This is an optimization exercise on Yosys and OpenROAD, whose aim is small area and a short achievable clock period, not a production implementation.
In this exercise RTL edits were held to simulation tests only and were not proved equivalent to the original.

==> flow/design.v (outline; a module is shown in full before it is edited, if it fits) <==
// module cubic_fixed: 882 lines
// module cubic_fa: 7 lines
// module cubic_ha: 7 lines
module cubic_fixed #(
    parameter int WID     = 16,    
    parameter int FBITS   = 8      
)(
    input  logic                        clk,
    input  logic                        rst,
    input  logic signed [WID-1:0]       x,
    input  logic signed [WID-1:0]       a0,
    input  logic signed [WID-1:0]       a1,
    input  logic signed [WID-1:0]       a2,
    output logic signed [WID-1:0]       y
);
  // ...
==> flow/flow/run.sh <==
#!/bin/bash
# Standard ORFS layout (the standard.sh) with two changes:
#  - port buffers use buf_1 instead of the default delay-buffer cell;
#  - timing repair (after floorplan, CTS and global routing) aims for
#    8.5 ns of setup slack at the 15 ns clock, so the resizer sizes the
#    critical paths.  The SDC (clock period, I/O delays, load) is unchanged.
# Each ORFS step writes its own log under orfs/logs/; make's output goes to
# standard.log.
set -euo pipefail
export BUFFER_PORTS_ARGS="-buffer_cell sky130_fd_sc_hd__buf_1"
export SETUP_SLACK_MARGIN=8.5
bash standard.sh > standard.log 2>&1
==> flow/standard.sh <==
#!/bin/bash
# synth_recipe.tcl (not shown) runs the flow's synth.tcl, then flattens the netlist and writes it again
# the make line also repeats each setting of config.mk as NAME=value (left out here)
make -C /OpenROAD-flow-scripts/flow DESIGN_CONFIG=/design/flow/config.mk WORK_HOME=/design/flow/orfs CLKGATE_MAP_FILE= SYNTH_SCRIPT=/design/flow/synth_recipe.tcl "${@:-finish}"
==> flow/config.mk <==
export PLATFORM = sky130hd
export DESIGN_NAME = cubic_fixed
export DESIGN_NICKNAME = cubic_fixed
export VERILOG_FILES = /design/flow/design.v
export SDC_FILE = /design/flow/constraint.sdc
export NUM_CORES = 4
export LEC_CHECK = 0
export ABC_AREA = 1
export CAP_MARGIN = 20
export CORE_MARGIN = 2
export CORE_UTILIZATION = 40
export SLEW_MARGIN = 20
export SYNTH_HIERARCHICAL = 1
==> flow/constraint.sdc <==
create_clock -name core_clock -period 15.0 [get_ports {clk}]
set_input_delay 3.0000 -clock core_clock [delete_from_list [all_inputs] [get_ports {clk}]]
set_output_delay 3.0000 -clock core_clock [all_outputs]
set_load 0.01 [all_outputs]
==> impl_metrics.py, run 1 <==
metrics = {
    "floorplan": {
        "die_width_um": 252,
        "row_count": 91,
        "io_pins": 82,
        "core_area_um2": 61400,
    },
    "sta": {
        "fin_hold_ws_ps": 413,
        "max_freq_ghz": 0.160,
        "fin_worst_skew_ps": 20.2,
        "post-route-min-period_ps": 6230,
    },
    "logic_synthesis": {
        "synth_top_area_share": 0.247,
        "ys_types": 49,
        "synth_fa_ha_area_frac": 0.357,
        "synth-edff-count": 0,
        "synth.most_common_cell": "nand2_1",
        "syn-num-nets": 3738,
        "seq_area_frac_synth": 0.105,
        "ys_ff_latch": 129,
        "yosysWarnings": 7,
    },
    "routing": {
        "drt-wirelength-per-cell_um": 18.3,
        "m1WireLength_um": 33600,
        "highest_layer": "met4",
        "postRouteAntennaNets": 0,
        "wl_um": 72200,
    },
    "clock_network": {
        "clock-sinks": 129,
        "htreeDepth": 4,
        "postCtsHoldBufs": 0,
        "root_buffer": "clkbuf_16",
    },
    "global_route": {
        "grt_max_degree": 36,
        "top_usage_layer": "met2",
    },
    "status": {
        "status": "no timing/DRC/antenna violations",
    },
    "setup_path": {
        "crit_top_cell": "fa_1",
        "max_stage_delay_ps": 560,
        "path_buf_inv": 3,
        "timing.rr.end": "cs_s_s1[15]",
    },
    "layout": {
        "clkCellAreaFrac": 0.0224,
        "buffers": 126,
        "top_register": "a0n_s0",
        "layout.cells.non_filler": 3950,
    },
    "placed_design": {
        "place_ws_ps": 7740,
        "gp_congestion": 0.897,
    },
    "hold_path": {
        "min_to": "rst_s1",
    },
}
==> inputs of run 2 (changes only) <==
--- a/flow/flow/run.sh
+++ b/flow/flow/run.sh
@@ -4,3 +4,3 @@
 #  - timing repair (after floorplan, CTS and global routing) aims for
-#    8.5 ns of setup slack at the 15 ns clock, so the resizer sizes the
+#    9.5 ns of setup slack at the 15 ns clock, so the resizer sizes the
 #    critical paths.  The SDC (clock period, I/O delays, load) is unchanged.
@@ -10,3 +10,3 @@
 export BUFFER_PORTS_ARGS="-buffer_cell sky130_fd_sc_hd__buf_1"
-export SETUP_SLACK_MARGIN=8.5
+export SETUP_SLACK_MARGIN=9.5
 bash standard.sh > standard.log 2>&1
==> impl_metrics.py, run 2 <==
metrics = {
    "status": {
        "status": "no timing/DRC/antenna violations",
    },
    "clock_network": {
        "clock-sinks": 129,
        "worstSkewPairLatency_ps": 500,
        "htreeDepth": 4,
        "clockBufferDepth": 2,
        "cts_buffers": 17,
        "clk_pin_slew_worst_paths_ps": 70,
        "root_buffer": "clkbuf_16",
        "tritoncts": "built",
    },
    "sta": {
        "slew_headroom": 0.422,
        "post-route-min-period_ps": 5720,
        "grt_setup_unrepaired": "true",
        "tns_ps": 0,
        "fin_worst_skew_ps": 29.5,
        "slew_viol_final": 0,
        "max_freq_ghz": 0.175,
        "tightest_slew_ps": 861,
        "hold_viol_final": 0,
        "fin_crit_sh": 0.382,
        "setup_ws_ps": 9280,
        "setup_viol": 0,
    },
    "layout": {
        "area_growth_pct": 22.3,
        "fill_cells": 5803,
        "largest_reg_flops": 17,
        "multi_input_area_um2": 22200,
        "mostFrequentLayoutCells": "nand2_1 (449), xor2_1 (364), inv_1 (336)",
        "fin_nets": 3875,
        "drive_above_1_share": 0.215,
        "regArea_um2": 2620,
        "top_register": "a0n_s0",
        "design_area_um2": 30200,
        "final_common_cell": "nand2_1",
    },
    "logic_synthesis": {
        "ys_ff_latch": 129,
        "netlist.top_cell.by_area": "fa_1",
        "ys_types": 49,
        "synth_commonest_cells": "nand2_1 (543), xor2_1 (380), inv_1 (379)",
        "postSynthCellCount": 3151,
        "synth-edff-count": 0,
        "avgSynthCellArea_um2": 7.83,
        "synth_area_um2": 24700,
        "synth_top_area_share": 0.247,
        "async_flop_share": 0,
        "yosysWarnings": 7,
        "syn-num-nets": 3738,
        "synth.most_common_cell": "nand2_1",
        "seq_area_frac_synth": 0.105,
        "synth_area_leaders": "fa_1 (25%), xor2_1 (13%), ha_1 (11%)",
        "ys.flop_type": "dfxtp_1",
    },
    "setup_path": {
        "arrival_ps": 6090,
        "crit_fanout": 5,
        "reg2reg_slack_ps": 9290,
        "cp-start-kind": "input port",
        "crit_top_cell": "buf_6",
        "critPathCaptureType": "flop",
        "crit_end": "q_s0[11]",
        "crit_slowest_cell": "fa_2",
        "criticalPathCategory": "in2reg",
        "crit_start": "x[9]",
        "r2r_cells": 23,
        "crit-reg2reg-launch": "x_s0[1]",
        "crit_chain": "buf_6 > buf_6 > buf_6 > nand2_2 > inv_2 > fa_2 > fa_1 > fa_2 > ha_4 > nand2_4 > nor4_4 > nand3_1 > nand3_2 > xor2_1 > inv_1",
        "crit_family": "adder cells",
        "path_buf_inv": 5,
        "worstPathRequired_ps": 15370,
        "max_stage_delay_ps": 550,
        "path_depth": 15,
        "timing.rr.end": "cs_s_s1[6]",
    },
    "floorplan": {
        "start_util": 0.402,
        "core_area_um2": 61400,
        "io_pins": 82,
        "die_h_um": 252,
        "die_width_um": 252,
        "row_count": 91,
        "dieArea_um2": 63700,
    },
    "routing": {
        "dr.pass1.iters": 5,
        "wl_um": 78200,
        "drc": 0,
        "drtIter0Drc": 1878,
        "routed_via_density": 5.51,
        "postRouteAntennaNets": 0,
        "drt-wirelength-per-cell_um": 19.1,
        "vias": 22500,
    },
    "placed_design": {
        "dp_hpwl_um": 56000,
        "portBuffers": 81,
        "place_ws_ps": 8030,
        "place_area_um2": 25900,
        "gp_congestion": 0.938,
    },
    "global_route": {
        "grt_max_degree": 33,
        "overflow": 0,
        "grt_first_pass_wirelength_um": 121000,
        "grt_antenna_before_repair": 1,
        "grtUsageTotal": 0.241,
        "first_global_vias": 22400,
    },
    "hold_path": {
        "hp-class": "reg2reg",
    },
    "job": {
        "cap_violations": 0,
    },
}
==> run 2: kinds of logic after synthesis <==
family	Yosys count	synth area share
buf+inv	546	0.0858
xor+xnor	410	0.146
compound gates	575	0.139
simple gates	970	0.168
fa+ha+maj	521	0.357
flops	129	0.105
==> run 2: final cells by class <==
cell class / instances / share of cell area
multi-input combinational: 2481 / 0.737
sequential: 129 / 0.0868
timing repair buffer: 259 / 0.0700
inverter: 396 / 0.0526
tap: 790 / 0.0328
clock buffer: 17 / 0.0141
clock inverter: 15 / 0.00543
timing repair inverter: 4 / 0.00104
antenna: 1 / 0.0000829
==> run 2: layer usage <==
metal	GRT usage	share of wire	vias up
met5	0	0	-
met4	0.0713	0.024	0
met3	0.0402	0.067	120
met2	0.378	0.46	853
met1	0.340	0.45	10900
li1	-	-	10600
==> run 2: worst min path at each step <==
stage               startpoint      to  depth (start not counted)
finish                  rst_s0  rst_s1                          1
global route            rst_s0  rst_s1                          1
CTS                     rst_s0  rst_s1                          1
detailed placement      rst_s0  rst_s1                          1
global placement        rst_s0  rst_s1                          1
floorplan               rst_s0  rst_s1                          1
==> run 2: per-stage QoR <==
step,util,cells,hold slack [ps]
2_1_floorplan,-,3151,392
3_3_place_gp,0.423,3914,396
3_5_place_dp,0.423,3914,397
4_1_cts,0.462,4035,413
5_1_grt,0.492,4092,431
6_report,0.492,4092,413
==> run 2: per-module statistics from Yosys (local to each module, per instance) <==
module	cell area, µm²	cells	copies in the design
cubic_fa	20.0	1	286
cubic_fixed	18200	2807	1
cubic_ha	12.5	1	58
==> run 2: worst reg2reg max path: stages, from the launching register on <==
cell        delay (ps)
dfxtp_4            360
buf_12             140
ha_4               280
clkinvlp_4         190
buf_6              180
a21oi_2            130
xor2_1             200
fa_1               470
fa_2               370
fa_1               590
fa_2               500
ha_4               330
nand2_4             60
nor3_4             220
nand2_2             90
nor3_2             170
nand2_1            110
nand3_2            120
nand2_2             70
nand3_4            160
buf_12             130
nand3_4            140
nand2_2            150
fa_2               430
==> run 2: what timing repair did <==
action / 4_1_cts / 5_1_grt
setup endpoints to repair: 75 / 73
hold buffers: 0 / 0
resized for setup: 277 / 325
gates cloned: 9 / 4
setup buffers: 80 / 52
pin swaps: 105 / 167
==> inputs of run 3 (changes only) <==
--- a/flow/flow/run.sh
+++ b/flow/flow/run.sh
@@ -4,3 +4,3 @@
 #  - timing repair (after floorplan, CTS and global routing) aims for
-#    9.5 ns of setup slack at the 15 ns clock, so the resizer sizes the
+#    10 ns of setup slack at the 15 ns clock, so the resizer sizes the
 #    critical paths.  The SDC (clock period, I/O delays, load) is unchanged.
@@ -10,3 +10,3 @@
 export BUFFER_PORTS_ARGS="-buffer_cell sky130_fd_sc_hd__buf_1"
-export SETUP_SLACK_MARGIN=9.5
+export SETUP_SLACK_MARGIN=10
 bash standard.sh > standard.log 2>&1
==> impl_metrics.py, run 3 <==
metrics = {
    "status": {
        "status": "no timing/DRC/antenna violations",
    },
    "logic_synthesis": {
        "ys_types": 49,
        "synth-edff-count": 0,
        "yosysWarnings": 7,
        "synth_area_leaders": "fa_1 (25%), xor2_1 (13%), ha_1 (11%)",
        "netlist.top_cell.by_area": "fa_1",
        "synth_commonest_cells": "nand2_1 (543), xor2_1 (380), inv_1 (379)",
        "ys_ff_latch": 129,
        "ys.flop_type": "dfxtp_1",
        "seq_area_frac_synth": 0.105,
        "synth_top_area_share": 0.247,
        "synth_area_um2": 24700,
        "avgSynthCellArea_um2": 7.83,
        "postSynthCellCount": 3151,
        "synth.most_common_cell": "nand2_1",
        "syn-num-nets": 3738,
        "async_flop_share": 0,
    },
    "sta": {
        "post-route-min-period_ps": 5750,
        "grt_setup_unrepaired": "true",
        "fin_hold_ws_ps": 412,
        "setup_viol": 0,
        "hold_viol_final": 0,
        "slew_viol_final": 0,
        "max_freq_ghz": 0.174,
        "tns_ps": 0,
        "fin_worst_skew_ps": 24.3,
        "slew_headroom": 0.464,
        "fin_crit_sh": 0.383,
        "tightest_slew_ps": 803,
    },
    "setup_path": {
        "path_buf_inv": 6,
        "r2r_cells": 22,
        "crit_top_cell": "fa_1",
        "worstPathRequired_ps": 15370,
        "path_depth": 17,
        "crit_slowest_cell": "fa_1",
        "arrival_ps": 6110,
        "max_stage_delay_ps": 590,
        "crit_chain": "buf_12 > clkinvlp_4 > buf_6 > nor4_4 > fa_1 > fa_1 > fa_1 > ha_4 > buf_4 > inv_4 > o221ai_2 > a21oi_2 > nand2_2 > a21oi_4 > inv_2 > nand2_1 > nand2_1",
        "crit_fanout": 4,
        "criticalPathCategory": "in2reg",
        "crit_family": "adder cells",
        "critPathCaptureType": "flop",
        "cp-start-kind": "input port",
    },
    "routing": {
        "drtIter0Drc": 2026,
        "postRouteAntennaNets": 0,
        "wl_um": 79400,
        "vias": 23000,
        "drc": 0,
        "routed_via_density": 5.48,
        "dr.pass1.iters": 6,
        "drt-wirelength-per-cell_um": 18.9,
    },
    "global_route": {
        "grt_max_degree": 34,
        "overflow": 0,
        "first_global_vias": 22600,
        "grt_first_pass_wirelength_um": 124000,
        "grt_antenna_before_repair": 1,
        "grtUsageTotal": 0.245,
    },
    "placed_design": {
        "dp_hpwl_um": 55600,
        "portBuffers": 81,
        "place_inst": 3892,
        "gp_congestion": 0.886,
    },
    "floorplan": {
        "row_count": 91,
        "io_pins": 82,
        "core_area_um2": 61400,
        "dieArea_um2": 63700,
        "die_h_um": 252,
        "die_width_um": 252,
        "start_util": 0.402,
    },
    "layout": {
        "top_register": "a0n_s0",
        "largest_reg_flops": 17,
        "final_common_cell": "nand2_1",
        "n_antenna_cell": 0,
        "layout.cells.non_filler": 4191,
        "area_growth_pct": 31.1,
        "mostFrequentLayoutCells": "nand2_1 (429), xor2_1 (351), inv_1 (308)",
        "fin_nets": 3975,
        "drive_above_1_share": 0.283,
    },
    "clock_network": {
        "htreeDepth": 4,
        "worstSkewPairLatency_ps": 490,
        "tritoncts": "built",
        "clock-sinks": 129,
        "clk_pin_slew_worst_paths_ps": 60,
        "cts_buffers": 17,
        "clockBufferDepth": 2,
        "postCtsHoldBufs": 0,
        "root_buffer": "clkbuf_16",
    },
    "hold_path": {
        "hp-class": "reg2reg",
        "whs_path_depth": 1,
    },
    "job": {
        "cap_violations": 0,
    },
}
run 3: worst register-to-register path: cells and delay by family (launching register included):
| family | cells | cell delay [ps] |
|---|---|---|
| flip-flops | 1 | 360 |
| adder cells (fa/ha/maj) | 7 | 2780 |
| XOR/XNOR | 1 | 220 |
| AO/OA/AOI/OAI | 3 | 550 |
| AND/OR/NAND/NOR | 7 | 910 |
| buffers and inverters | 4 | 540 |
run 3: path summary, 6_finish.rpt:
| kind | start | endpoint | slack, ps |
|---|---|---|---|
| worst max-delay path | x[7] | q_s0[12] | 9250 |
| worst min-delay path | rst_s0 | rst_s1 | 410 |
| worst max register to register | a2_s0[1] | cs_s_s1[11] | 9520 |
| worst min register to register | rst_s0 | rst_s1 | 410 |
run 3: Yosys stat by module, one instance, submodules excluded:
module       flops+latches  copies in the design
cubic_fa                 0                   286
cubic_fixed            129                     1
cubic_ha                 0                    58
run 3: layer usage:
metal  global-route usage  part of all wire
met1                0.340              0.45
met2                0.389              0.46
met3               0.0427             0.070
met4               0.0762             0.025
met5                    0                 0
run 3: area by class of cell:
| class | count | area, µm² |
|---|---|---|
| multi-input combinational | 2485 | 23200 |
| inverter | 396 | 1650 |
| sequential | 129 | 2640 |
| tap | 790 | 988 |
| clock buffer | 18 | 439 |
| timing repair buffer | 356 | 3260 |
| timing repair inverter | 3 | 20.0 |
| clock inverter | 14 | 170 |
| fill | 5513 | 29000 |
run 3: kinds of logic after synthesis:
logic type,Yosys count,synth area share
simple gates,970,0.168
compound gates,575,0.139
buf+inv,546,0.0858
fa+ha+maj,521,0.357
xor+xnor,410,0.146
flops,129,0.105
run 3: timing repair:
item / CTS / global route
cloned: 16 / 5
gates resized for setup: 473 / 224
setup buffers: 156 / 90
setup endpoints to repair: 81 / 80
pin swaps: 197 / 177
run 3: through the flow:
stage	util	instance area (µm²)	worst slack (ps)
6_report	0.527	32400	9250
5_1_grt	0.527	32400	9120
3_5_place_dp	0.433	26600	8010
2_1_floorplan	-	26300	8990
3_3_place_gp	0.433	26600	8090
4_1_cts	0.497	30500	9300
==> inputs of run 4 (changes only) <==
--- a/flow/flow/run.sh
+++ b/flow/flow/run.sh
@@ -4,3 +4,3 @@
 #  - timing repair (after floorplan, CTS and global routing) aims for
-#    10 ns of setup slack at the 15 ns clock, so the resizer sizes the
+#    9.25 ns of setup slack at the 15 ns clock, so the resizer sizes the
 #    critical paths.  The SDC (clock period, I/O delays, load) is unchanged.
@@ -10,3 +10,3 @@
 export BUFFER_PORTS_ARGS="-buffer_cell sky130_fd_sc_hd__buf_1"
-export SETUP_SLACK_MARGIN=10
+export SETUP_SLACK_MARGIN=9.25
 bash standard.sh > standard.log 2>&1
==> impl_metrics.py, run 4 <==
metrics = {
    "setup_path": {
        "arrival_ps": 6160,
        "cp-start-kind": "input port",
        "crit_family": "adder cells",
        "max_stage_delay_ps": 540,
        "r2r_cells": 23,
        "critPathCaptureType": "flop",
        "criticalPathCategory": "in2reg",
        "path_buf_inv": 5,
        "crit-reg2reg-launch": "x_s0[1]",
        "crit_chain": "buf_1 > buf_6 > clkinvlp_4 > nor4_4 > fa_1 > fa_1 > fa_1 > ha_4 > buf_4 > nand2_4 > o221ai_2 > a21oi_2 > nand2_2 > a21oi_4 > inv_2 > nand2_1 > nand2_1",
        "crit_fanout": 5,
        "timing.rr.end": "cs_s_s1[1]",
        "worstPathRequired_ps": 15370,
        "crit_slowest_cell": "fa_1",
        "reg2reg_slack_ps": 9390,
        "crit_top_cell": "fa_1",
    },
    "logic_synthesis": {
        "synth.most_common_cell": "nand2_1",
        "async_flop_share": 0,
        "ys_ff_latch": 129,
        "yosysWarnings": 7,
        "ys.flop_type": "dfxtp_1",
        "synth_commonest_cells": "nand2_1 (543), xor2_1 (380), inv_1 (379)",
        "ys_types": 49,
        "synth_top_area_share": 0.247,
        "synth_area_leaders": "fa_1 (25%), xor2_1 (13%), ha_1 (11%)",
        "seq_area_frac_synth": 0.105,
        "synth-edff-count": 0,
        "synth_area_um2": 24700,
        "avgSynthCellArea_um2": 7.83,
        "postSynthCellCount": 3151,
        "netlist.top_cell.by_area": "fa_1",
        "syn-num-nets": 3738,
    },
    "placed_design": {
        "place_inst": 3915,
        "dp_hpwl_um": 55600,
        "portBuffers": 81,
        "gp_congestion": 0.918,
        "place_area_um2": 25900,
        "place_ws_ps": 8070,
    },
    "layout": {
        "mostFrequentLayoutCells": "nand2_1 (518), xor2_1 (375), inv_1 (347)",
        "final_common_cell": "nand2_1",
        "drive_above_1_share": 0.144,
        "top_register": "a0n_s0",
        "n_antenna_cell": 0,
        "area_growth_pct": 15.9,
        "design_area_um2": 28600,
        "fin_nets": 3835,
        "fill_cells": 5971,
        "multi_input_area_um2": 21200,
        "largest_reg_flops": 17,
        "regArea_um2": 2600,
        "layout.cells.non_filler": 4050,
    },
    "sta": {
        "fin_crit_sh": 0.386,
        "tns_ps": 0,
        "tightest_slew_ps": 817,
        "grt_setup_unrepaired": "true",
        "setup_ws_ps": 9210,
        "fin_worst_skew_ps": 20.5,
        "setup_viol": 0,
        "slew_viol_final": 0,
        "slew_headroom": 0.455,
        "post-route-min-period_ps": 5790,
        "hold_viol_final": 0,
        "max_freq_ghz": 0.173,
    },
    "floorplan": {
        "start_util": 0.402,
        "core_area_um2": 61400,
        "die_h_um": 252,
        "io_pins": 82,
        "row_count": 91,
        "die_width_um": 252,
        "dieArea_um2": 63700,
    },
    "routing": {
        "routed_via_density": 5.44,
        "drt-wirelength-per-cell_um": 18.4,
        "vias": 22000,
        "drc": 0,
        "drtIter0Drc": 1927,
        "wl_um": 74400,
        "postRouteAntennaNets": 0,
        "dr.pass1.iters": 5,
    },
    "clock_network": {
        "worstSkewPairLatency_ps": 480,
        "cts_buffers": 17,
        "tritoncts": "built",
        "root_buffer": "clkbuf_16",
        "clk_pin_slew_worst_paths_ps": 60,
        "clock-sinks": 129,
        "htreeDepth": 4,
        "postCtsHoldBufs": 0,
        "clockBufferDepth": 2,
    },
    "global_route": {
        "first_global_vias": 21700,
        "overflow": 0,
        "grt_antenna_before_repair": 0,
        "grtUsageTotal": 0.233,
        "grt_max_degree": 33,
        "grt_first_pass_wirelength_um": 118000,
    },
    "status": {
        "status": "no timing/DRC/antenna violations",
    },
    "job": {
        "cap_violations": 0,
    },
    "hold_path": {
        "hp-class": "reg2reg",
        "whs_path_depth": 1,
        "min_to": "rst_s1",
        "min-delay-start": "rst_s0",
    },
}
[run 4: cell counts after synthesis]
No cell type changed its count.
[run 4: logic make-up (layout without fill, tap and decap cells)]
| kind of cell | Yosys count | after routing | share of synthesized area |
|---|---|---|---|
| xor+xnor | 410 | 410 | 0.146 |
| compound gates | 575 | 575 | 0.139 |
| buf+inv | 546 | 651 | 0.0858 |
| simple gates | 970 | 974 | 0.168 |
| fa+ha+maj | 521 | 521 | 0.357 |
| flops | 129 | 129 | 0.105 |
[run 4: what timing repair did]
action	in CTS	in global routing
pin swaps	9	74
cloned	2	8
setup buffers	19	75
endpoints found under the setup margin	70	60
resized for setup	84	220
[run 4: worst max-delay path by stage]
stage          startpoint        to  slack (ps)  cells past startpoint
6_report             x[5]  q_s0[12]        9210                     17
5_1_grt              x[5]  q_s0[12]        9110                     17
2_1_floorplan        x[6]  q_s0[11]        8990                     15
3_5_place_dp         x[7]  q_s0[13]        8070                     14
3_3_place_gp         x[7]  q_s0[13]        8160                     14
4_1_cts              x[6]  q_s0[13]        9250                     14
[run 4: final cells by class]
class | instances | share of cell area
multi-input cells | 2480 | 0.742
flip-flops and latches | 129 | 0.0910
repair buffers | 220 | 0.0563
inverters | 396 | 0.0551
well taps | 790 | 0.0346
clock buffers | 18 | 0.0150
clock inverters | 13 | 0.00538
repair inverters | 4 | 0.00101
[run 4: per-module statistics from Yosys (local to each module, per instance)]
module	cell area (µm²)	flops+latches
cubic_fixed	18200	129
cubic_fa	20.0	0
cubic_ha	12.5	0
[run 4: stage by stage]
step / hold WS [ps] / util
after floorplan: 392 / -
after global placement: 396 / 0.422
after CTS: 413 / 0.440
after global routing: 414 / 0.466
final: 412 / 0.466
after detailed placement: 399 / 0.422
[run 4: routing by layer]
layer  routed length [µm]  global-route usage  vias up
met3                 5580              0.0455      130
met1                33500               0.325    10500
met2                33500               0.361      874
li1                     -                   -    10500
met5                    0                   0        -
met4                 1860              0.0749        0
==> inputs of run 5 (changes only) <==
--- a/flow/flow/run.sh
+++ b/flow/flow/run.sh
@@ -4,3 +4,3 @@
 #  - timing repair (after floorplan, CTS and global routing) aims for
-#    9.25 ns of setup slack at the 15 ns clock, so the resizer sizes the
+#    9 ns of setup slack at the 15 ns clock, so the resizer sizes the
 #    critical paths.  The SDC (clock period, I/O delays, load) is unchanged.
@@ -10,3 +10,3 @@
 export BUFFER_PORTS_ARGS="-buffer_cell sky130_fd_sc_hd__buf_1"
-export SETUP_SLACK_MARGIN=9.25
+export SETUP_SLACK_MARGIN=9
 bash standard.sh > standard.log 2>&1
--- a/flow/config.mk
+++ b/flow/config.mk
@@ -11,2 +11,3 @@
 export CORE_UTILIZATION = 40
+export GPL_TIMING_DRIVEN = 0
 export SLEW_MARGIN = 20
==> impl_metrics.py, run 5 <==
metrics = {
    "status": {
        "status": "no timing/DRC/antenna violations",
    },
    "clock_network": {
        "cts_buffers": 17,
        "clock-sinks": 129,
        "worstSkewPairLatency_ps": 500,
        "htreeDepth": 4,
        "postCtsHoldBufs": 0,
        "clk_pin_slew_worst_paths_ps": 70,
        "tritoncts": "built",
        "root_buffer": "clkbuf_16",
        "clockBufferDepth": 2,
    },
    "floorplan": {
        "die_h_um": 252,
        "die_width_um": 252,
        "core_area_um2": 61400,
        "row_count": 91,
        "dieArea_um2": 63700,
        "start_util": 0.402,
        "io_pins": 82,
    },
    "sta": {
        "slew_headroom": 0.441,
        "grt_setup_unrepaired": "true",
        "tightest_slew_ps": 838,
        "setup_ws_ps": 9100,
        "max_freq_ghz": 0.169,
        "slew_viol_final": 0,
        "setup_viol": 0,
        "tns_ps": 0,
        "fin_crit_sh": 0.394,
        "hold_viol_final": 0,
        "fin_worst_skew_ps": 35.4,
        "post-route-min-period_ps": 5900,
    },
    "placed_design": {
        "gp_congestion": 0.959,
        "place_ws_ps": 8050,
        "dp_hpwl_um": 63600,
        "portBuffers": 81,
    },
    "routing": {
        "drt-wirelength-per-cell_um": 19.0,
        "vias": 22300,
        "dr_wl_met2_um": 34100,
        "routed_via_density": 5.45,
        "route.met3.wl_um": 6290,
        "postRouteAntennaNets": 0,
        "dr.pass1.iters": 7,
        "drtIter0Drc": 1815,
        "highest_layer": "met4",
        "wl_um": 77600,
        "m1WireLength_um": 35100,
        "drc": 0,
    },
    "global_route": {
        "first_global_vias": 22000,
        "grtUsageTotal": 0.245,
        "grt_antenna_before_repair": 0,
        "overflow": 0,
        "grt_max_degree": 18,
        "grt_first_pass_wirelength_um": 122000,
    },
    "logic_synthesis": {
        "synth_area_um2": 24700,
        "synth_compound_area_frac": 0.139,
        "ys.flop_type": "dfxtp_1",
        "synthMuxAreaShare": 0,
        "synth-edff-count": 0,
        "synth.most_common_cell": "nand2_1",
        "ys_ff_latch": 129,
        "async_flop_share": 0,
        "syn-num-nets": 3738,
        "synth_top_area_share": 0.247,
        "seq_area_frac_synth": 0.105,
        "ys_types": 49,
        "synth_commonest_cells": "nand2_1 (543), xor2_1 (380), inv_1 (379)",
        "synth_area_leaders": "fa_1 (25%), xor2_1 (13%), ha_1 (11%)",
        "avgSynthCellArea_um2": 7.83,
        "yosysWarnings": 7,
        "synth_fa_ha_area_frac": 0.357,
        "postSynthCellCount": 3151,
        "synth_top_family_by_area": "adder cells",
        "netlist.top_cell.by_area": "fa_1",
        "synth_xor_area_frac": 0.146,
        "synthSimpleGateAreaFrac": 0.168,
    },
    "setup_path": {
        "crit-reg2reg-launch": "x_s0[8]",
        "timing.rr.end": "cs_s_s1[11]",
        "arrival_ps": 6280,
        "reg2reg_slack_ps": 9160,
        "worstPathRequired_ps": 15370,
        "max_stage_delay_ps": 520,
        "r2r_cells": 23,
        "criticalPathCategory": "in2reg",
        "critPathCaptureType": "flop",
        "crit_slowest_cell": "fa_1",
        "cp-start-kind": "input port",
        "crit_top_cell": "fa_1",
        "crit_fanout": 6,
        "crit_chain": "buf_2 > clkbuf_16 > inv_8 > nor4_4 > fa_1 > fa_1 > fa_1 > ha_4 > nand2_4 > nor4_4 > nand3_1 > nand3_2 > xor2_1 > inv_1",
    },
    "layout": {
        "final_common_cell": "nand2_1",
        "mostFrequentLayoutCells": "nand2_1 (524), xor2_1 (372), inv_1 (367)",
        "top_register": "a0n_s0",
        "fin_nets": 3873,
        "n_antenna_cell": 0,
        "multi_input_area_um2": 20900,
        "area_growth_pct": 14.9,
        "fill_cells": 6063,
        "largest_reg_flops": 17,
        "regArea_um2": 2610,
        "drive_above_1_share": 0.125,
    },
    "hold_path": {
        "hp-class": "reg2reg",
        "min-delay-start": "rst_s0",
        "min_to": "rst_s1",
        "whs_path_depth": 1,
    },
    "job": {
        "cap_violations": 0,
    },
}
-- run 5: cell counts after synthesis --
No cell type changed its count.
-- run 5: logic make-up (layout without fill, tap and decap cells) --
group | after synthesis | after routing
buf+inv | 546 | 694
fa+ha+maj | 521 | 521
compound gates | 575 | 575
xor+xnor | 410 | 410
flops | 129 | 129
simple gates | 970 | 970
-- run 5: per-stage QoR --
stage           util  instances  instance area (µm²)  hold slack [ps]
2_1_floorplan      -       3151                24900              392
3_3_place_gp   0.427       4022                26200              396
3_5_place_dp   0.428       4022                26200              397
4_1_cts        0.446       4059                27400              427
5_1_grt        0.462       4089                28300              437
6_report       0.462       4089                28300              427
-- run 5: final cells by class --
type / count / share of cell area
Inverter: 396 / 0.0534
Clock buffer: 17 / 0.0150
Clock inverter: 15 / 0.00640
Sequential cell: 129 / 0.0920
Timing Repair Buffer: 116 / 0.0216
Multi-Input combinational cell: 2476 / 0.738
Tap cell: 790 / 0.0349
Buffer: 150 / 0.0388
-- run 5: per-layer routing --
metal  track usage  vias up
met3        0.0540      127
met2         0.378      870
met1         0.342    10700
met4        0.0762        0
li1              -    10600
met5             0        -
-- run 5: per-module statistics from Yosys, one instance, submodules excluded --
module,flops+latches,cell area [µm²],cells inside
cubic_fixed,129,18200,2807
cubic_ha,0,12.5,1
cubic_fa,0,20.0,1
-- run 5: worst max-delay path, delay by kind of cell --
| family | cells | cell delay [ps] |
|---|---|---|
| buffers and inverters | 4 | 440 |
| adder cells (fa/ha/maj) | 4 | 1830 |
| AND/OR/NAND/NOR | 5 | 810 |
| XOR/XNOR | 1 | 180 |
-- run 5: worst max path at each step --
stage                        endpoint  slack (ps)  cells past startpoint  startpoint
after CTS                 cs_s_s1[11]        8990                     25     x_s0[1]
after floorplan              q_s0[11]        8990                     15        x[6]
after global routing      cs_s_s1[11]        8960                     22     x_s0[4]
after global placement    cs_s_s1[11]        8030                     22     x_s0[9]
final                        q_s0[11]        9100                     14        x[6]
after detailed placement  cs_s_s1[11]        8050                     21     x_s0[1]
-- run 5: timing repair --
item,4_1_cts,5_1_grt
buffers inserted,5,30
endpoints found under the setup margin,51,57
gates resized for setup,166,306
pin swaps,14,57
==> inputs of run 6 (changes only) <==
--- a/flow/config.mk
+++ b/flow/config.mk
@@ -11,3 +11,2 @@
 export CORE_UTILIZATION = 40
-export GPL_TIMING_DRIVEN = 0
 export SLEW_MARGIN = 20
==> impl_metrics.py, run 6 <==
metrics = {
    "logic_synthesis": {
        "ys.flop_type": "dfxtp_1",
        "yosysWarnings": 7,
        "synth_area_um2": 24700,
        "seq_area_frac_synth": 0.105,
        "async_flop_share": 0,
        "synth.most_common_cell": "nand2_1",
        "synth-edff-count": 0,
        "syn-num-nets": 3738,
        "synth_commonest_cells": "nand2_1 (543), xor2_1 (380), inv_1 (379)",
        "netlist.top_cell.by_area": "fa_1",
        "ys_ff_latch": 129,
        "ys_types": 49,
        "synth_area_leaders": "fa_1 (25%), xor2_1 (13%), ha_1 (11%)",
        "postSynthCellCount": 3151,
        "avgSynthCellArea_um2": 7.83,
        "synth_top_area_share": 0.247,
    },
    "layout": {
        "top_register": "a0n_s0",
        "fin_nets": 3777,
        "n_antenna_cell": 0,
        "regArea_um2": 2600,
        "fill_cells": 6188,
        "final_common_cell": "nand2_1",
        "area_growth_pct": 10.4,
        "mostFrequentLayoutCells": "nand2_1 (535), xor2_1 (380), inv_1 (359)",
        "drive_above_1_share": 0.0862,
        "largest_reg_flops": 17,
        "multi_input_area_um2": 20400,
        "postLayoutCoreUtil": 0.444,
    },
    "global_route": {
        "grtUsageTotal": 0.230,
        "grt_first_pass_wirelength_um": 116000,
        "use_met2": 0.358,
        "grt_max_degree": 36,
        "first_global_vias": 21600,
        "overflow": 0,
        "met1_usage": 0.322,
        "grt_antenna_before_repair": 0,
        "use_met3": 0.0446,
        "top_usage_layer": "met2",
    },
    "sta": {
        "setup_viol": 0,
        "setup_ws_ps": 9130,
        "grt_setup_unrepaired": "true",
        "slew_headroom": 0.482,
        "fin_worst_skew_ps": 18.0,
        "fin_crit_sh": 0.391,
        "max_freq_ghz": 0.170,
        "tns_ps": 0,
        "hold_viol_final": 0,
        "fin_hold_ws_ps": 415,
        "post-route-min-period_ps": 5870,
        "tightest_slew_ps": 776,
        "slew_viol_final": 0,
    },
    "setup_path": {
        "critPathCaptureType": "flop",
        "arrival_ps": 6220,
        "worstPathRequired_ps": 15360,
        "cp-start-kind": "input port",
        "criticalPathCategory": "in2reg",
        "crit_fanout": 16,
    },
    "clock_network": {
        "cts_buffers": 17,
        "postCtsHoldBufs": 0,
        "root_buffer": "clkbuf_16",
        "clk_pin_slew_worst_paths_ps": 60,
        "clockBufferDepth": 2,
        "worstSkewPairLatency_ps": 480,
        "htreeDepth": 4,
        "tritoncts": "built",
        "clock-sinks": 129,
    },
    "floorplan": {
        "row_count": 91,
        "io_pins": 82,
        "dieArea_um2": 63700,
        "die_h_um": 252,
        "core_area_um2": 61400,
        "die_width_um": 252,
        "start_util": 0.402,
    },
    "placed_design": {
        "place_ws_ps": 8010,
        "portBuffers": 81,
        "gp_congestion": 0.916,
        "dp_hpwl_um": 55100,
    },
    "hold_path": {
        "hp-class": "reg2reg",
    },
    "routing": {
        "drtIter0Drc": 1872,
        "vias": 21800,
        "drt-wirelength-per-cell_um": 18.3,
        "wl_um": 73200,
        "dr.pass1.iters": 6,
        "drc": 0,
        "routed_via_density": 5.45,
        "postRouteAntennaNets": 0,
    },
    "status": {
        "status": "no timing/DRC/antenna violations",
    },
    "job": {
        "cap_violations": 0,
    },
}
run 6: cell counts after synthesis:
No cell type changed its count.
run 6: through the flow:
stage,cells,cell area [µm²]
after global placement,3911,25800
after detailed placement,3911,25800
after floorplan,3151,24900
after CTS,3950,26500
after global routing,3993,27200
final,3993,27200
run 6: modules after synthesis, one instance, submodules excluded:
module	area, µm²	copies in the design	cells inside
cubic_ha	12.5	58	1
cubic_fixed	18200	1	2807
cubic_fa	20.0	286	1
run 6: timing repair:
| action | CTS | global route |
|---|---|---|
| endpoints found under the hold margin | 0 | 0 |
| cloned | 2 | 5 |
| endpoints found under the setup margin | 48 | 56 |
| resized for setup | 27 | 101 |
| setup buffers | 5 | 38 |
| pin swaps | 0 | 4 |
run 6: kinds of logic (layout without fill, tap and decap cells):
| group | count (synthesis) | after routing | synth area share |
|---|---|---|---|
| simple gates | 970 | 971 | 0.168 |
| fa+ha+maj | 521 | 521 | 0.357 |
| xor+xnor | 410 | 410 | 0.146 |
| flops | 129 | 129 | 0.105 |
| buf+inv | 546 | 597 | 0.0858 |
| compound gates | 575 | 575 | 0.139 |
run 6: area by class of cell:
| cell class | count | area share |
|---|---|---|
| Inverter | 396 | 0.0571 |
| Clock inverter | 15 | 0.00524 |
| Timing Repair inverter | 5 | 0.00119 |
| Multi-Input combinational cell | 2477 | 0.749 |
| Clock buffer | 17 | 0.0156 |
| Sequential cell | 129 | 0.0954 |
| Timing Repair Buffer | 164 | 0.0398 |
| Tap cell | 790 | 0.0363 |
run 6: final timing paths:
| kind | start | slack [ps] | depth (start not counted) | end |
|---|---|---|---|---|
| hold / removal | rst_s0 | 410 | 1 | rst_s1 |
| setup reg to reg | x_s0[13] | 9300 | 22 | cs_s_s1[5] |
| setup / recovery | x[7] | 9130 | 15 | q_s0[11] |
| hold reg to reg | rst_s0 | 410 | 1 | rst_s1 |
run 6: worst max-delay path: stages:
cell	delay, ps
buf_6	160
clkinvlp_4	180
ha_4	260
nand2_1	50
inv_1	60
fa_2	370
fa_1	480
fa_2	580
ha_4	230
a21oi_2	190
o21ai_1	110
a211oi_2	220
nand3_1	110
xor2_1	180
inv_1	60
run 6: layer usage:
layer	up-vias	wire, µm
li1	10400	-
met1	10400	33900
met2	839	32600
met3	107	5170
met4	0	1530
met5	-	0
==> inputs of run 7 (changes only) <==
--- a/flow/config.mk
+++ b/flow/config.mk
@@ -10,3 +10,4 @@
 export CORE_MARGIN = 2
-export CORE_UTILIZATION = 40
+export CORE_UTILIZATION = 55
+export GPL_ROUTABILITY_DRIVEN = 0
 export SLEW_MARGIN = 20
==> impl_metrics.py, run 7 <==
metrics = {
    "status": {
        "status": "no timing/DRC/antenna violations",
    },
    "sta": {
        "fin_hold_ws_ps": 415,
        "setup_viol": 0,
        "slew_headroom": 0.517,
        "post-route-min-period_ps": 5850,
        "max_freq_ghz": 0.171,
        "fin_worst_skew_ps": 15.8,
        "tightest_slew_ps": 723,
        "fin_crit_sh": 0.390,
        "grt_setup_unrepaired": "false",
        "slew_viol_final": 0,
        "hold_viol_final": 0,
        "tns_ps": 0,
    },
    "setup_path": {
        "criticalPathCategory": "in2reg",
        "critPathCaptureType": "flop",
        "crit_start": "x[8]",
        "cp-start-kind": "input port",
        "crit_fanout": 15,
        "crit_chain": "buf_4 > nand2_1 > nor3_2 > fa_1 > fa_1 > fa_1 > ha_4 > nand2_4 > nor3_2 > inv_1 > nor3_2 > nand4_1 > o2111ai_2 > xor2_1",
        "crit-reg2reg-launch": "a2_s0[11]",
        "max_stage_delay_ps": 540,
        "worstPathRequired_ps": 15390,
        "arrival_ps": 6250,
        "crit_slowest_cell": "fa_1",
    },
    "logic_synthesis": {
        "avgSynthCellArea_um2": 7.83,
        "postSynthCellCount": 3151,
        "synth-edff-count": 0,
        "netlist.top_cell.by_area": "fa_1",
        "ys_ff_latch": 129,
        "seq_area_frac_synth": 0.105,
        "syn-num-nets": 3738,
        "synth_top_area_share": 0.247,
        "synth_area_leaders": "fa_1 (25%), xor2_1 (13%), ha_1 (11%)",
        "synth_area_um2": 24700,
        "async_flop_share": 0,
        "ys_types": 49,
        "ys.flop_type": "dfxtp_1",
        "synth_commonest_cells": "nand2_1 (543), xor2_1 (380), inv_1 (379)",
        "yosysWarnings": 7,
        "synth.most_common_cell": "nand2_1",
    },
    "placed_design": {
        "dp_hpwl_um": 56900,
        "portBuffers": 81,
    },
    "routing": {
        "drc": 0,
        "postRouteAntennaNets": 0,
        "drt-wirelength-per-cell_um": 19.8,
        "wl_um": 75400,
        "routed_via_density": 5.91,
        "drtIter0Drc": 2081,
        "dr.pass1.iters": 5,
        "vias": 22500,
    },
    "floorplan": {
        "io_pins": 82,
        "core_area_um2": 44200,
        "dieArea_um2": 46600,
        "die_h_um": 216,
        "row_count": 77,
        "start_util": 0.558,
        "die_width_um": 216,
    },
    "clock_network": {
        "tritoncts": "built",
        "root_buffer": "clkbuf_16",
        "clock-sinks": 129,
        "clk_pin_slew_worst_paths_ps": 60,
        "postCtsHoldBufs": 0,
        "cts_buffers": 17,
        "clockBufferDepth": 2,
        "worstSkewPairLatency_ps": 470,
        "htreeDepth": 4,
    },
    "global_route": {
        "first_global_vias": 22300,
        "grt_max_degree": 34,
        "grt_antenna_before_repair": 2,
        "overflow": 0,
        "grtUsageTotal": 0.323,
        "grt_first_pass_wirelength_um": 119000,
    },
    "hold_path": {
        "min-delay-start": "rst_s0",
        "hp-class": "reg2reg",
    },
    "layout": {
        "postLayoutCoreUtil": 0.613,
        "fin_nets": 3786,
        "final_common_cell": "nand2_1",
        "fill_cells": 4011,
        "area_growth_pct": 9.81,
        "n_antenna_cell": 0,
        "largest_reg_flops": 17,
        "mostFrequentLayoutCells": "nand2_1 (535), xor2_1 (380), inv_1 (351)",
        "top_register": "a0n_s0",
        "drive_above_1_share": 0.0903,
    },
    "job": {
        "cap_violations": 0,
    },
}
==> run 7: final timing paths <==
path | endpoint | slack [ps] | cells past startpoint
setup reg to reg | cs_s_s1[15] | 9240 | 21
hold / removal | rst_s1 | 410 | 1
setup / recovery | q_s0[13] | 9150 | 14
hold reg to reg | rst_s1 | 410 | 1
==> run 7: repair_timing <==
item                       4_1_cts  5_1_grt
hold endpoints to repair         0        0
setup endpoints to repair       53       65
resized for setup               46      117
setup buffers                    1       56
gates cloned                     2        2
pin swaps                        0       16
==> run 7: routing by layer <==
metal,global-route usage,vias up,share of wire
li1,-,10400,-
met1,0.432,10900,0.43
met3,0.0584,148,0.082
met4,0.122,6,0.030
met2,0.524,1037,0.46
met5,0,-,0.00054
==> run 7: layout make-up <==
class                      count  area [µm²]  share of cell area
multi-input combinational   2476       20400               0.752
clock inverter                11         130             0.00480
tap                          592         741              0.0273
inverter                     396        1570              0.0578
timing repair inverter         4        22.5            0.000831
sequential                   129        2590              0.0958
timing repair buffer         175        1210              0.0447
clock buffer                  19         443              0.0163
==> run 7: cells by family (layout without fill, tap and decap cells) <==
family / count (synthesis) / in the layout / share of synthesized area
AO/OA/AOI/OAI: 575 / 575 / 0.139
XOR/XNOR: 410 / 410 / 0.146
adder cells (fa/ha/maj): 521 / 521 / 0.357
buffers and inverters: 546 / 605 / 0.0858
flip-flops: 129 / 129 / 0.105
AND/OR/NAND/NOR: 970 / 970 / 0.168
==> run 7: per-module statistics from Yosys (local to each module, per instance) <==
module	area, µm²	times used	flops+latches	cells
cubic_ha	12.5	58	0	1
cubic_fa	20.0	286	0	1
cubic_fixed	18200	1	129	2807
==> run 7: stage by stage <==
step           area [µm²]  setup slack, ps  cells
6_report            27100             9150   3802
5_1_grt             27100             8980   3802
4_1_cts             26300             8990   3744
3_5_place_dp        25600             7990   3711
3_3_place_gp        25600             8000   3711
2_1_floorplan       24900             8990   3151
==> run 7: critical path, delay by kind of cell <==
kind            cells  cell delay (ps)
compound gates      1              100
buf+inv             2              310
fa+ha+maj           4             1840
simple gates        6              830
xor+xnor            1              160
==> inputs of run 8 (changes only) <==
--- a/flow/config.mk
+++ b/flow/config.mk
@@ -8,7 +8,6 @@
 export ABC_AREA = 1
-export CAP_MARGIN = 20
+export CAP_MARGIN = 5
 export CORE_MARGIN = 2
-export CORE_UTILIZATION = 55
-export GPL_ROUTABILITY_DRIVEN = 0
-export SLEW_MARGIN = 20
+export CORE_UTILIZATION = 40
+export SLEW_MARGIN = 5
 export SYNTH_HIERARCHICAL = 1
==> impl_metrics.py, run 8 <==
metrics = {
    "global_route": {
        "grtUsageTotal": 0.230,
        "overflow": 0,
        "first_global_vias": 21600,
        "grt_antenna_before_repair": 0,
        "grt_first_pass_wirelength_um": 116000,
        "grt_max_degree": 36,
    },
    "logic_synthesis": {
        "ys.flop_type": "dfxtp_1",
        "synth_top_area_share": 0.247,
        "synth_top_family_by_area": "adder cells",
        "postSynthCellCount": 3151,
        "synth_compound_area_frac": 0.139,
        "synth_area_leaders": "fa_1 (25%), xor2_1 (13%), ha_1 (11%)",
        "synth.most_common_cell": "nand2_1",
        "synth-edff-count": 0,
        "synthMuxAreaShare": 0,
        "syn-num-nets": 3738,
        "synth_xor_area_frac": 0.146,
        "synth_fa_ha_area_frac": 0.357,
        "ys_ff_latch": 129,
        "async_flop_share": 0,
        "seq_area_frac_synth": 0.105,
        "synth_commonest_cells": "nand2_1 (543), xor2_1 (380), inv_1 (379)",
        "ys_types": 49,
        "synth_area_um2": 24700,
        "yosysWarnings": 7,
        "avgSynthCellArea_um2": 7.83,
        "synthSimpleGateAreaFrac": 0.168,
        "netlist.top_cell.by_area": "fa_1",
    },
    "layout": {
        "final_common_cell": "nand2_1",
        "n_antenna_cell": 0,
        "drive_above_1_share": 0.0862,
        "regArea_um2": 2600,
        "largest_reg_flops": 17,
        "fill_cells": 6188,
        "top_register": "a0n_s0",
        "mostFrequentLayoutCells": "nand2_1 (535), xor2_1 (380), inv_1 (359)",
        "fin_nets": 3777,
        "multi_input_area_um2": 20400,
        "area_growth_pct": 10.4,
    },
    "routing": {
        "drtIter0Drc": 1872,
        "vias": 21800,
        "dr.pass1.iters": 6,
        "drc": 0,
        "drt-wirelength-per-cell_um": 18.3,
        "wl_um": 73200,
        "routed_via_density": 5.45,
        "postRouteAntennaNets": 0,
    },
    "sta": {
        "tightest_slew_ps": 776,
        "grt_setup_unrepaired": "true",
        "tns_ps": 0,
        "max_freq_ghz": 0.170,
        "fin_worst_skew_ps": 18.0,
        "setup_viol": 0,
        "post-route-min-period_ps": 5870,
        "fin_hold_ws_ps": 415,
        "fin_crit_sh": 0.391,
        "slew_headroom": 0.482,
        "hold_viol_final": 0,
        "slew_viol_final": 0,
    },
    "placed_design": {
        "portBuffers": 81,
        "dp_hpwl_um": 55100,
        "gp_congestion": 0.916,
    },
    "setup_path": {
        "critPathCaptureType": "flop",
        "crit_family": "adder cells",
        "path_buf_inv": 4,
        "crit_chain": "buf_6 > clkinvlp_4 > ha_4 > nand2_1 > inv_1 > fa_2 > fa_1 > fa_2 > ha_4 > a21oi_2 > o21ai_1 > a211oi_2 > nand3_1 > xor2_1 > inv_1",
        "max_stage_delay_ps": 580,
        "criticalPathCategory": "in2reg",
        "path_depth": 15,
        "crit_slowest_cell": "fa_2",
        "cp-start-kind": "input port",
        "arrival_ps": 6220,
        "r2r_cells": 22,
        "crit_fanout": 16,
        "worstPathRequired_ps": 15360,
    },
    "clock_network": {
        "worstSkewPairLatency_ps": 480,
        "htreeDepth": 4,
        "clk_pin_slew_worst_paths_ps": 60,
        "cts_buffers": 17,
        "clock-sinks": 129,
        "tritoncts": "built",
        "clockBufferDepth": 2,
        "root_buffer": "clkbuf_16",
    },
    "status": {
        "status": "no timing/DRC/antenna violations",
    },
    "floorplan": {
        "start_util": 0.402,
        "io_pins": 82,
        "die_h_um": 252,
        "row_count": 91,
        "die_width_um": 252,
        "dieArea_um2": 63700,
        "core_area_um2": 61400,
    },
    "job": {
        "cap_violations": 0,
    },
    "hold_path": {
        "hp-class": "reg2reg",
        "whs_path_depth": 1,
    },
}
run 8: repair_timing:
item | in CTS | in global routing
buffers inserted | 5 | 38
pin swaps | 0 | 4
hold buffers | 0 | 0
endpoints found under the setup margin | 48 | 56
gates cloned | 2 | 5
resized for setup | 27 | 101
run 8: per-stage QoR:
| step | instance area, µm² | utilization | std cells | setup WS, ps |
|---|---|---|---|---|
| 2_1_floorplan | 24900 | - | 3151 | 8990 |
| 5_1_grt | 27200 | 0.444 | 3993 | 8970 |
| 6_report | 27200 | 0.444 | 3993 | 9130 |
| 4_1_cts | 26500 | 0.432 | 3950 | 8990 |
| 3_5_place_dp | 25800 | 0.421 | 3911 | 8010 |
| 3_3_place_gp | 25800 | 0.421 | 3911 | 8130 |
run 8: final cells by class:
cell class	instances	area share
well taps	790	0.0363
repair buffers	164	0.0398
repair inverters	5	0.00119
multi-input cells	2477	0.749
clock inverters	15	0.00524
flip-flops and latches	129	0.0954
clock buffers	17	0.0156
inverters	396	0.0571
run 8: path summary, 6_finish.rpt:
kind / from / to / slack (ps)
worst min-delay path: rst_s0 / rst_s1 / 410
worst min register to register: rst_s0 / rst_s1 / 410
worst max-delay path: x[7] / q_s0[11] / 9130
worst max register to register: x_s0[13] / cs_s_s1[5] / 9300
run 8: per-layer routing:
metal,vias to the layer above,share of wire,track usage
li1,10400,-,-
met2,839,0.45,0.358
met1,10400,0.46,0.322
met3,107,0.071,0.0446
met4,0,0.021,0.0698
met5,-,0,0
run 8: kinds of logic (layout without fill, tap and decap cells):
family	after synthesis	after routing
DFF	129	129
AOI/OAI and AO/OA	575	575
and+or+nand+nor	970	971
xor gates and xnor gates	410	410
buffers and inverters	546	597
adders and majority gates	521	521
run 8: modules after synthesis, one instance, submodules excluded:
module,flops+latches,times used,cells
cubic_fixed,129,1,2807
cubic_fa,0,286,1
cubic_ha,0,58,1
==> inputs of run 9 (changes only) <==
--- a/flow/config.mk
+++ b/flow/config.mk
@@ -8,6 +8,7 @@
 export ABC_AREA = 1
-export CAP_MARGIN = 5
+export CAP_MARGIN = 20
 export CORE_MARGIN = 2
 export CORE_UTILIZATION = 40
-export SLEW_MARGIN = 5
+export PLACE_DENSITY = 0.45
+export SLEW_MARGIN = 20
 export SYNTH_HIERARCHICAL = 1
==> impl_metrics.py, run 9 <==
metrics = {
    "status": {
        "status": "no timing/DRC/antenna violations",
    },
    "clock_network": {
        "postCtsHoldBufs": 0,
        "tritoncts": "built",
        "worstSkewPairLatency_ps": 480,
        "root_buffer": "clkbuf_16",
        "clk_pin_slew_worst_paths_ps": 60,
        "cts_buffers": 17,
        "clockBufferDepth": 2,
        "htreeDepth": 4,
        "clock-sinks": 129,
    },
    "sta": {
        "max_freq_ghz": 0.170,
        "fin_hold_ws_ps": 410,
        "tns_ps": 0,
        "fin_worst_skew_ps": 25.5,
        "tightest_slew_ps": 739,
        "setup_viol": 0,
        "slew_viol_final": 0,
        "fin_crit_sh": 0.392,
        "slew_headroom": 0.507,
        "hold_viol_final": 0,
        "post-route-min-period_ps": 5880,
        "grt_setup_unrepaired": "true",
    },
    "global_route": {
        "grt_max_degree": 34,
        "overflow": 0,
        "grtUsageTotal": 0.262,
        "grt_first_pass_wirelength_um": 129000,
        "first_global_vias": 22600,
        "grt_antenna_before_repair": 0,
    },
    "setup_path": {
        "crit_start": "x[7]",
        "crit-reg2reg-launch": "x_s0[1]",
        "arrival_ps": 6230,
        "crit_fanout": 16,
        "worstPathRequired_ps": 15360,
        "critPathCaptureType": "flop",
        "cp-start-kind": "input port",
        "reg2reg_slack_ps": 9220,
        "criticalPathCategory": "in2reg",
    },
    "layout": {
        "mostFrequentLayoutCells": "nand2_1 (532), xor2_1 (374), inv_1 (353)",
        "top_register": "a0n_s0",
        "drive_above_1_share": 0.103,
        "postLayoutCoreUtil": 0.453,
        "largest_reg_flops": 17,
        "area_growth_pct": 12.7,
        "fill_cells": 6244,
        "n_antenna_cell": 0,
        "fin_nets": 3791,
        "final_common_cell": "nand2_1",
        "design_area_um2": 27800,
    },
    "logic_synthesis": {
        "avgSynthCellArea_um2": 7.83,
        "syn-num-nets": 3738,
        "synth_top_area_share": 0.247,
        "synth_area_um2": 24700,
        "seq_area_frac_synth": 0.105,
        "yosysWarnings": 7,
        "postSynthCellCount": 3151,
        "async_flop_share": 0,
        "synth.most_common_cell": "nand2_1",
        "synth_commonest_cells": "nand2_1 (543), xor2_1 (380), inv_1 (379)",
        "ys_ff_latch": 129,
        "ys_types": 49,
        "netlist.top_cell.by_area": "fa_1",
        "ys.flop_type": "dfxtp_1",
        "synth-edff-count": 0,
        "synth_area_leaders": "fa_1 (25%), xor2_1 (13%), ha_1 (11%)",
    },
    "routing": {
        "wl_um": 83200,
        "dr.pass1.iters": 5,
        "drtIter0Drc": 1540,
        "postRouteAntennaNets": 0,
        "routed_via_density": 5.43,
        "drc": 0,
        "vias": 21700,
        "drt-wirelength-per-cell_um": 20.8,
    },
    "floorplan": {
        "die_h_um": 252,
        "start_util": 0.402,
        "dieArea_um2": 63700,
        "core_area_um2": 61400,
        "die_width_um": 252,
        "io_pins": 82,
        "row_count": 91,
    },
    "job": {
        "cap_violations": 0,
    },
    "hold_path": {
        "min-delay-start": "rst_s0",
        "hp-class": "reg2reg",
    },
    "placed_design": {
        "portBuffers": 81,
        "dp_hpwl_um": 63600,
        "gp_congestion": 0.863,
        "place_area_um2": 25800,
    },
}
==> run 9: cell count changes in the layout (fill, tap and decap cells not counted), sizes merged <==
cell and delta:
bufbuf +1, buf +15, nand3 +1, bufinv +2, inv -8, clkinvlp -2
clkinv +1, clkbuf +3
==> run 9: what timing repair did <==
item / 4_1_cts / 5_1_grt
endpoints found under the setup margin: 52 / 66
buffers inserted: 9 / 50
cloned: 2 / 5
gates resized for setup: 77 / 158
pin swaps: 0 / 25
==> run 9: cells by family after synthesis <==
group,after synthesis,share of synthesized area
XOR/XNOR,410,0.146
AND/OR/NAND/NOR,970,0.168
buffers and inverters,546,0.0858
flip-flops,129,0.105
adder cells (fa/ha/maj),521,0.357
AO/OA/AOI/OAI,575,0.139
==> run 9: critical path, cell delays in order <==
cell,delay (ps)
buf_8,140
clkinvlp_4,170
ha_4,260
nand2_1,50
inv_1,50
fa_2,360
fa_1,420
fa_1,520
ha_4,310
a21oi_4,170
o221ai_1,140
a21oi_1,170
nand2_2,120
a21oi_2,170
inv_1,70
nand2_1,60
nand2_1,40
==> run 9: through the flow <==
step	std cells	setup WS, ps
after floorplan	3151	8990
after global placement	3909	7960
final	4006	9120
after detailed placement	3909	7880
after CTS	3951	9000
after global routing	4006	8960
==> run 9: Yosys stat by module (local to each module, per instance) <==
module       area, µm²  copies in the design  flip-flops and latches  cells
cubic_fa          20.0                   286                       0      1
cubic_ha          12.5                    58                       0      1
cubic_fixed      18200                     1                     129   2807
==> run 9: worst paths after layout <==
check	end	depth (start not counted)
setup reg to reg	cs_s_s1[1]	24
hold / removal	rst_s1	1
setup / recovery	qn_s0[12]	17
hold reg to reg	rst_s1	1
==> run 9: final cells by class <==
type / instances / area (µm²) / area share
clock buffer: 20 / 467 / 0.0168
sequential: 129 / 2590 / 0.0933
timing repair inverter: 2 / 16.3 / 0.000585
clock inverter: 11 / 129 / 0.00463
multi-input combinational: 2478 / 20700 / 0.744
tap: 790 / 988 / 0.0355
timing repair buffer: 180 / 1340 / 0.0483
inverter: 396 / 1570 / 0.0565
==> run 9: metal layers <==
layer | GRT usage | vias to the layer above | part of all wire
met1 | 0.360 | 10600 | 0.46
met3 | 0.0443 | 92 | 0.059
met5 | 0 | - | 0
met4 | 0.0768 | 0 | 0.019
li1 | - | 10400 | -
met2 | 0.424 | 655 | 0.47
==> inputs of run 10 (changes only) <==
--- a/flow/config.mk
+++ b/flow/config.mk
@@ -11,3 +11,3 @@
 export CORE_UTILIZATION = 40
-export PLACE_DENSITY = 0.45
+export PLACE_DENSITY = 0.8
 export SLEW_MARGIN = 20
==> impl_metrics.py, run 10 <==
metrics = {
    "status": {
        "status": "no timing/DRC/antenna violations",
    },
    "layout": {
        "design_area_um2": 27300,
        "largest_reg_flops": 17,
        "fin_nets": 3767,
        "drive_above_1_share": 0.0855,
        "postLayoutCoreUtil": 0.444,
        "top_register": "a0n_s0",
        "mostFrequentLayoutCells": "nand2_1 (534), xor2_1 (378), inv_1 (353)",
        "final_common_cell": "nand2_1",
        "area_growth_pct": 10.5,
    },
    "sta": {
        "grt_setup_unrepaired": "false",
        "fin_crit_sh": 0.391,
        "slew_viol_final": 0,
        "max_freq_ghz": 0.171,
        "hold_viol_final": 0,
        "fin_hold_ws_ps": 413,
        "fin_worst_skew_ps": 25.4,
        "post-route-min-period_ps": 5860,
        "tightest_slew_ps": 796,
        "tns_ps": 0,
        "setup_viol": 0,
        "slew_headroom": 0.466,
    },
    "clock_network": {
        "worstSkewPairLatency_ps": 490,
        "clock-sinks": 129,
        "clockBufferDepth": 2,
        "tritoncts": "built",
        "htreeDepth": 4,
        "clk_pin_slew_worst_paths_ps": 80,
        "cts_buffers": 17,
        "root_buffer": "clkbuf_16",
    },
    "logic_synthesis": {
        "synth_area_um2": 24700,
        "netlist.top_cell.by_area": "fa_1",
        "syn-num-nets": 3738,
        "seq_area_frac_synth": 0.105,
        "ys_types": 49,
        "synth.most_common_cell": "nand2_1",
        "synth_commonest_cells": "nand2_1 (543), xor2_1 (380), inv_1 (379)",
        "ys.flop_type": "dfxtp_1",
        "postSynthCellCount": 3151,
        "yosysWarnings": 7,
        "avgSynthCellArea_um2": 7.83,
        "synth-edff-count": 0,
        "ys_ff_latch": 129,
        "synth_area_leaders": "fa_1 (25%), xor2_1 (13%), ha_1 (11%)",
        "async_flop_share": 0,
        "synth_top_area_share": 0.247,
    },
    "setup_path": {
        "arrival_ps": 6210,
        "criticalPathCategory": "reg2reg",
        "crit_slowest_cell": "fa_1",
        "cp-start-kind": "flop",
        "worstPathRequired_ps": 15350,
        "crit_chain": "ha_2 > clkinvlp_4 > buf_4 > o22ai_1 > xor2_1 > fa_1 > fa_1 > fa_1 > fa_1 > ha_1 > nand2_1 > nor2_1 > inv_1 > o21ai_1 > nand2_1 > nand3_1 > nand2_1 > nand3_4 > buf_4 > nand2_8 > nand2_1 > nand2_1 > fa_1",
        "max_stage_delay_ps": 550,
        "crit_family": "adder cells",
        "critPathCaptureType": "flop",
        "crit_fanout": 15,
        "path_buf_inv": 4,
    },
    "floorplan": {
        "dieArea_um2": 63700,
        "row_count": 91,
        "die_h_um": 252,
        "core_area_um2": 61400,
        "io_pins": 82,
        "die_width_um": 252,
        "start_util": 0.402,
    },
    "global_route": {
        "grt_first_pass_wirelength_um": 115000,
        "grt_antenna_before_repair": 0,
        "grtUsageTotal": 0.224,
        "first_global_vias": 22200,
        "overflow": 0,
        "grt_max_degree": 34,
    },
    "routing": {
        "drtIter0Drc": 2564,
        "routed_via_density": 5.72,
        "wl_um": 73000,
        "drt-wirelength-per-cell_um": 18.3,
        "drc": 0,
        "dr.pass1.iters": 8,
        "postRouteAntennaNets": 0,
        "vias": 22800,
    },
    "placed_design": {
        "gp_congestion": 0.940,
        "portBuffers": 81,
        "dp_hpwl_um": 53500,
        "place_area_um2": 25800,
    },
    "job": {
        "cap_violations": 0,
    },
    "hold_path": {
        "hp-class": "reg2reg",
    },
}
## run 10: area by class of cell
| type | instances | area, µm² |
|---|---|---|
| Tap cell | 790 | 988 |
| Inverter | 396 | 1570 |
| Timing Repair inverter | 5 | 31.3 |
| Clock buffer | 18 | 439 |
| Clock inverter | 13 | 128 |
| Antenna cell | 1 | 2.50 |
| Timing Repair Buffer | 153 | 1010 |
| Multi-Input combinational cell | 2478 | 20500 |
| Sequential cell | 129 | 2590 |
| Fill cell | 5806 | 34100 |
## run 10: metal layers
metal | wire length [µm] | GRT usage
met1 | 30400 | 0.298
met4 | 3040 | 0.0959
met5 | 0 | 0
met3 | 6590 | 0.0457
met2 | 33000 | 0.354
## run 10: logic make-up after synthesis
logic type,Yosys count,share of synthesized area
compound gates,575,0.139
xor+xnor,410,0.146
fa+ha+maj,521,0.357
buf+inv,546,0.0858
flops,129,0.105
simple gates,970,0.168
## run 10: Yosys stat by module (local to each module, per instance)
module       copies in the design  cells
cubic_fixed                     1   2807
cubic_fa                      286      1
cubic_ha                       58      1
## run 10: worst paths after layout
| kind | cells after the start | start | slack (ps) | endpoint |
|---|---|---|---|---|
| setup reg to reg | 23 | x_s0[2] | 9140 | cs_s_s1[10] |
| setup / recovery | 23 | x_s0[2] | 9140 | cs_s_s1[10] |
| hold / removal | 1 | rst_s0 | 410 | rst_s1 |
| hold reg to reg | 1 | rst_s0 | 410 | rst_s1 |
## run 10: per-stage QoR
step,setup WS (ps),std cells
2_1_floorplan,8990,3151
3_3_place_gp,8130,3905
3_5_place_dp,8040,3905
4_1_cts,9000,3947
5_1_grt,8950,3982
6_report,9140,3983
## run 10: what timing repair did
item / CTS / global route
gates cloned: 3 / 4
endpoints found under the setup margin: 49 / 59
buffers inserted: 8 / 31
hold endpoints to repair: 0 / 0
hold buffers: 0 / 0
pin swaps: 1 / 16
resized for setup: 38 / 116

## re-timing with driven ports
The results above use ideal ports. As a check the final layouts listed here were re-extracted and re-timed, cells and wires unchanged.
Step 1 sets driving cells, clkbuf_16 on the clock port and buf_2 on the other inputs (assumed; they add their load-dependent delay and slew).
Step 2 moves the port delays by t, midway between the first and last clock arrival at a register: inputs arrive t later, outputs are due t later. That takes back most of the time a late clock gives input paths.
a / b / c = ideal ports / drivers / drivers and shift; a / b = the first two.
run | t, ns | setup WS [ns] | latest minus earliest clock arrival (ns)
run 1 | 0.540 | 8.768 / 8.800 / 8.261 | 0.022 / 0.021
run 2 | 0.540 | 9.276 / 9.291 / 8.764 | 0.029 / 0.030
run 3 | 0.537 | 9.255 / 9.257 / 8.720 | 0.024 / 0.024
run 4 | 0.535 | 9.208 / 9.245 / 8.710 | 0.021 / 0.020
run 5 | 0.549 | 9.095 / 9.136 / 8.587 | 0.038 / 0.038
run 6 | 0.532 | 9.133 / 9.155 / 8.623 | 0.020 / 0.020
run 7 | 0.524 | 9.149 / 9.181 / 8.657 | 0.018 / 0.017
run 8 | 0.532 | 9.133 / 9.155 / 8.623 | 0.020 / 0.020
run 9 | 0.532 | 9.123 / 9.138 / 8.605 | 0.025 / 0.025
run 10 | 0.536 | 9.139 / 9.139 / 8.642 | 0.025 / 0.026
After both steps every run listed still meets setup and hold. The setup slack of run 3, which loses most, moves by +0.002 ns with the drivers and by -0.535 ns with both steps.
